This is an optimization exercise on Yosys and OpenROAD, whose aim is small area, a short achievable clock period and few clock cycles per item, not a production implementation.
The RTL was checked by simulation tests, not by an equivalence proof against the original design.
Power and IR drop assume default switching activity.

## run 1
// FP16_MAC_pipeline
module FP16_MAC_pipeline(
    input [15:0]data_k,
    input [15:0]data_x,
    input [15:0]data_b,
    input rst,
    input input_valid,
    input clk,
    input [1:0]opcode,
    output reg [15:0]data_o,
    output reg output_up,
    output reg [1:0]opcode_o
    );
For scale: ~1,900 cells after synthesis, ~390 flip-flops, roughly 72 I/O pins, roughly 18,000 um2 of cells after synthesis.
export LEC_CHECK = 0
export CAP_MARGIN = 20
export CORE_MARGIN = 2
export CORE_UTILIZATION = 60
export CTS_CLUSTER_DIAMETER = 80
export CTS_CLUSTER_SIZE = 30
export PLACE_DENSITY = 0.75
export SETUP_SLACK_MARGIN = 3.5
export SLEW_MARGIN = 20
create_clock -name core_clock -period 6.0 [get_ports {clk}]
standard.sh (not shown) runs the stock make flow with config.mk's settings and CLKGATE_MAP_FILE= SYNTH_SCRIPT=/design/flow/synth_recipe.tcl, a recipe that flattens the netlist after the stock synthesis.
==> flow/flow/run.sh <==
#!/bin/bash
# The standard layout (standard.sh), with one change: the buffers that
# buffer_ports puts on every input and output port are buf_2 cells.
set -o pipefail
export BUFFER_PORTS_ARGS="-buffer_cell sky130_fd_sc_hd__buf_2"
bash standard.sh > standard.log 2>&1
Testbench counts of run 1, summed over its fixed seeds: cycles 2,112, items 2,048.
### run 1 -> run 2
==> flow/run.sh (new file) <==
#!/bin/bash
# synth_recipe.tcl (not shown) runs the flow's synth.tcl, then flattens the netlist and writes it again
# the make line also repeats each setting of config.mk as NAME=value (left out here)
make -C /OpenROAD-flow-scripts/flow DESIGN_CONFIG=/design/flow/config.mk WORK_HOME=/design/flow/orfs CLKGATE_MAP_FILE= SYNTH_SCRIPT=/design/flow/synth_recipe.tcl finish
removed: flow/flow/run.sh
removed: flow/standard.sh
Findings:
Run 2 went all the way through the flow, and no timing, DRC or antenna check failed.
Between run 2 and run 1, it is run 2 whose layout overhead on the synthesized area is higher, by 0.98 points.
Post-CTS resize count in run 2 is 33 above run 1.
Gate count of the mapped netlist came out exactly the same in run 2 and run 1.
Diff run 1..run 2 | post-cts hold buffer count | unchanged
Summary of run 2 over run 1: overall fraction of global-route tracks in use now smaller, overall power of the completed layout went up by about 0.5%.
Instance count on the critical path was lower in run 1 than in run 2.
Summary of run 2 over run 1: part of the power in the clock network has increased, non-filler instance count after layout has decreased.
Going from run 1 to run 2, the design area was found to have gone up by about 0.8%.
For the clock network area share, run 2 came in 0.24 points higher than run 1 did.


== wip/harbor ==
FP16_MAC_pipeline, a different RTL version from the one above (not shown whole).
For scale: roughly 1800 cells after synthesis, roughly 380 flip-flops, roughly 72 I/O pins.
==> flow/design.v (excerpt) <==
module FP16_MAC_pipeline(
    input [15:0]data_k,
    input [15:0]data_x,
    input [15:0]data_b,
    input rst,
    input input_valid,
    input clk,
    input [1:0]opcode,
    output reg [15:0]data_o,
    output reg output_up,
    output reg [1:0]opcode_o
    );
clock: 6.0 ns
lec_check: 0
cap_margin: 20
core_margin: 2
core_utilization: 65
cts_cluster_diameter: 80
cts_cluster_size: 30
gpl_routability_driven: 0
place_density: 0.8
setup_slack_margin: 3.3
slew_margin: 20
run.sh (not shown) runs the stock make flow with config.mk's settings and CLKGATE_MAP_FILE= SYNTH_SCRIPT=/design/flow/synth_recipe.tcl, a recipe that flattens the netlist after the stock synthesis.
Stock flow here: none of the scripts above is used.
wip/harbor completed end to end with timing, DRC and antenna clean.
Testbench counts of wip/harbor, summed over its fixed seeds: cycles 2,112, items 2,048.
#### Input delta (wip/garnet over wip/harbor)
-- flow/config.mk --
<<< wip/harbor, line 9
export CORE_MARGIN = 2
export CORE_UTILIZATION = 65
export CTS_CLUSTER_DIAMETER = 80
export CTS_CLUSTER_SIZE = 30
export GPL_ROUTABILITY_DRIVEN = 0
export PLACE_DENSITY = 0.8
export SETUP_SLACK_MARGIN = 3.3
>>> wip/garnet, line 9
export CORE_MARGIN = 2
export CORE_UTILIZATION = 60
export CTS_CLUSTER_DIAMETER = 80
export CTS_CLUSTER_SIZE = 30
export PLACE_DENSITY = 0.75
export SETUP_SLACK_MARGIN = 3.3
[summary]
Highest cell delay on the worst timing path in wip/garnet is 330 ps higher than in wip/harbor. Static power due to leakage improves in wip/garnet relative to wip/harbor. Comparing wip/garnet and wip/harbor, final worst clock skew is higher on wip/harbor. Routed wire in wip/garnet totals more than in wip/harbor. Per the comparison of wip/garnet with wip/harbor, post-detailed-placement half-perimeter wirelength now larger; non-clock buffer count now smaller.
Setup changes, wip/garnet to wip/willow
-- flow/config.mk --
<<< wip/garnet, line 11
export CTS_CLUSTER_DIAMETER = 80
export CTS_CLUSTER_SIZE = 30
export PLACE_DENSITY = 0.75
>>> wip/willow, line 11
export CTS_CLUSTER_DIAMETER = 80
export CTS_CLUSTER_SIZE = 35
export GPL_ROUTABILITY_DRIVEN = 0
export PLACE_DENSITY = 0.75
Results
Relative to wip/garnet, wip/willow improves total routed wirelength.
Relative to wip/garnet, met2 track demand over resource has decreased by 5.8 points in wip/willow.
Between wip/garnet and wip/willow, count of buffers not belonging to the clock network in the layout is lower for wip/willow, wip/garnet comes in above that.
In wip/willow, share of the clock period used by the worst path is higher than in wip/garnet.
Compared with wip/garnet, wip/willow is more frugal on power.
> inputs changed (wip/willow -> wip/amber)
-- flow/config.mk --
<<< wip/willow, line 11
export CTS_CLUSTER_DIAMETER = 80
export CTS_CLUSTER_SIZE = 35
export GPL_ROUTABILITY_DRIVEN = 0
export PLACE_DENSITY = 0.75
export SETUP_SLACK_MARGIN = 3.3
export SLEW_MARGIN = 20
>>> wip/amber, line 11
export CTS_CLUSTER_DIAMETER = 80
export CTS_CLUSTER_SIZE = 30
export GPL_ROUTABILITY_DRIVEN = 0
export PLACE_DENSITY = 0.75
export SETUP_SLACK_MARGIN = 3.2
export SLEW_MARGIN = 20
## What came out
No run among wip/amber and wip/willow stopped early or left any final violation; all are clean. Comparing wip/amber and wip/willow, the higher wire length was measured on wip/amber. The hold slack of wip/amber and that of wip/willow are within noise of each other. Against wip/willow as the reference, wip/amber delivers a higher count of clock buffers in the final design. Between wip/willow and wip/amber, the non-filler instance count after layout figures differ only marginally. For final area, wip/amber and wip/willow come out practically identical. Comparing the two runs side by side, wip/amber comes out behind wip/willow on total power. Cmp wip/amber and wip/willow / wire length of the first global-routing pass / lower: wip/willow. Comparing wip/amber and wip/willow, the lower total via count after detailed routing is on wip/willow. Compared wip/amber vs wip/willow, and maximum frequency is down in wip/amber. For the global-route usage, wip/amber came in 0.33 points higher than wip/willow did.
Setup changes, wip/amber to wip/delta
-- flow/config.mk --
<<< wip/amber, line 10
export CORE_UTILIZATION = 60
export CTS_CLUSTER_DIAMETER = 80
export CTS_CLUSTER_SIZE = 30
>>> wip/delta, line 10
export CORE_UTILIZATION = 60
export CTS_CLUSTER_DIAMETER = 60
export CTS_CLUSTER_SIZE = 30
<<< wip/amber, line 14
export PLACE_DENSITY = 0.75
export SETUP_SLACK_MARGIN = 3.2
export SLEW_MARGIN = 20
>>> wip/delta, line 14
export PLACE_DENSITY = 0.75
export SETUP_SLACK_MARGIN = 3.3
export SLEW_MARGIN = 20
## What came out
Diff wip/amber -> wip/delta: number of clock sinks seen by CTS about even; ratio of final minimum period to clock period fell 0.82 points; clock-pin transition on the worst setup and hold timing paths fell 20 ps; sum of internal, switching and leakage power rose about 6%.
wip/delta against wip/amber: per-cell via count in the routed design down 0.32%, maximum frequency from static timing analysis up about 1.9%, filler cell count down about 3%, count of final hold-check violations flat.
Input-level comparison between wip/cedar and wip/delta:
-- flow/config.mk --
<<< wip/delta, line 10
export CORE_UTILIZATION = 60
export CTS_CLUSTER_DIAMETER = 60
export CTS_CLUSTER_SIZE = 30
>>> wip/cedar, line 10
export CORE_UTILIZATION = 60
export CTS_CLUSTER_DIAMETER = 80
export CTS_CLUSTER_SIZE = 30
## What came out
When the final numbers for wip/delta and wip/cedar were put side by side, the share of the final layout cell area in sequential cells turned out to be greater in wip/cedar. [compare] base=wip/delta new=wip/cedar: number of buffers outside the clock class in the layout +2, overall fraction of global-route tracks in use went down by 0.38 points, minimum period implied by the final worst setup slack essentially unchanged.

## afterwards: timing with drivers on the ports
How much do the figures lean on ideal ports? The routed layouts below were timed once more, with nothing changed but the port constraints.
Step 1 sets driving cells, clkbuf_16 on the clock port and buf_2 on the other inputs (assumed; they add their load-dependent delay and slew).
Step 2, shift: input delay + t, output delay - t, t = (earliest + latest rising clock arrival at the registers) / 2. This alone moves slack from input paths to output paths.
a / b / c = no drivers / after step 1 / after step 2; a / b = the first two.
run	t (ns)	slack for setup (ns)	worst hold slack (ns)	worst setup path after step 2
run 1	0.575	3.388 / 3.388 / 3.294	0.330 / 0.330 / 0.330	input to register
run 2	0.573	3.427 / 3.427 / 3.059	0.314 / 0.314 / 0.314	input to register
wip/harbor	0.572	3.342 / 3.338 / 3.176	0.334 / 0.334 / 0.334	input to register
wip/garnet	0.558	3.371 / 3.366 / 3.094	0.326 / 0.326 / 0.326	input to register
wip/willow	0.555	3.356 / 3.355 / 3.061	0.321 / 0.321 / 0.321	input to register
wip/amber	0.570	3.309 / 3.309 / 3.084	0.319 / 0.319 / 0.319	input to register
wip/delta	0.607	3.359 / 3.339 / 3.047	0.318 / 0.318 / 0.318	input to register
wip/cedar	0.558	3.357 / 3.357 / 3.115	0.325 / 0.325 / 0.325	input to register
After both steps every run listed still meets setup and hold. For run 2, which loses most, drivers alone change the setup slack by 0.000 ns; drivers and shift together by -0.368 ns.
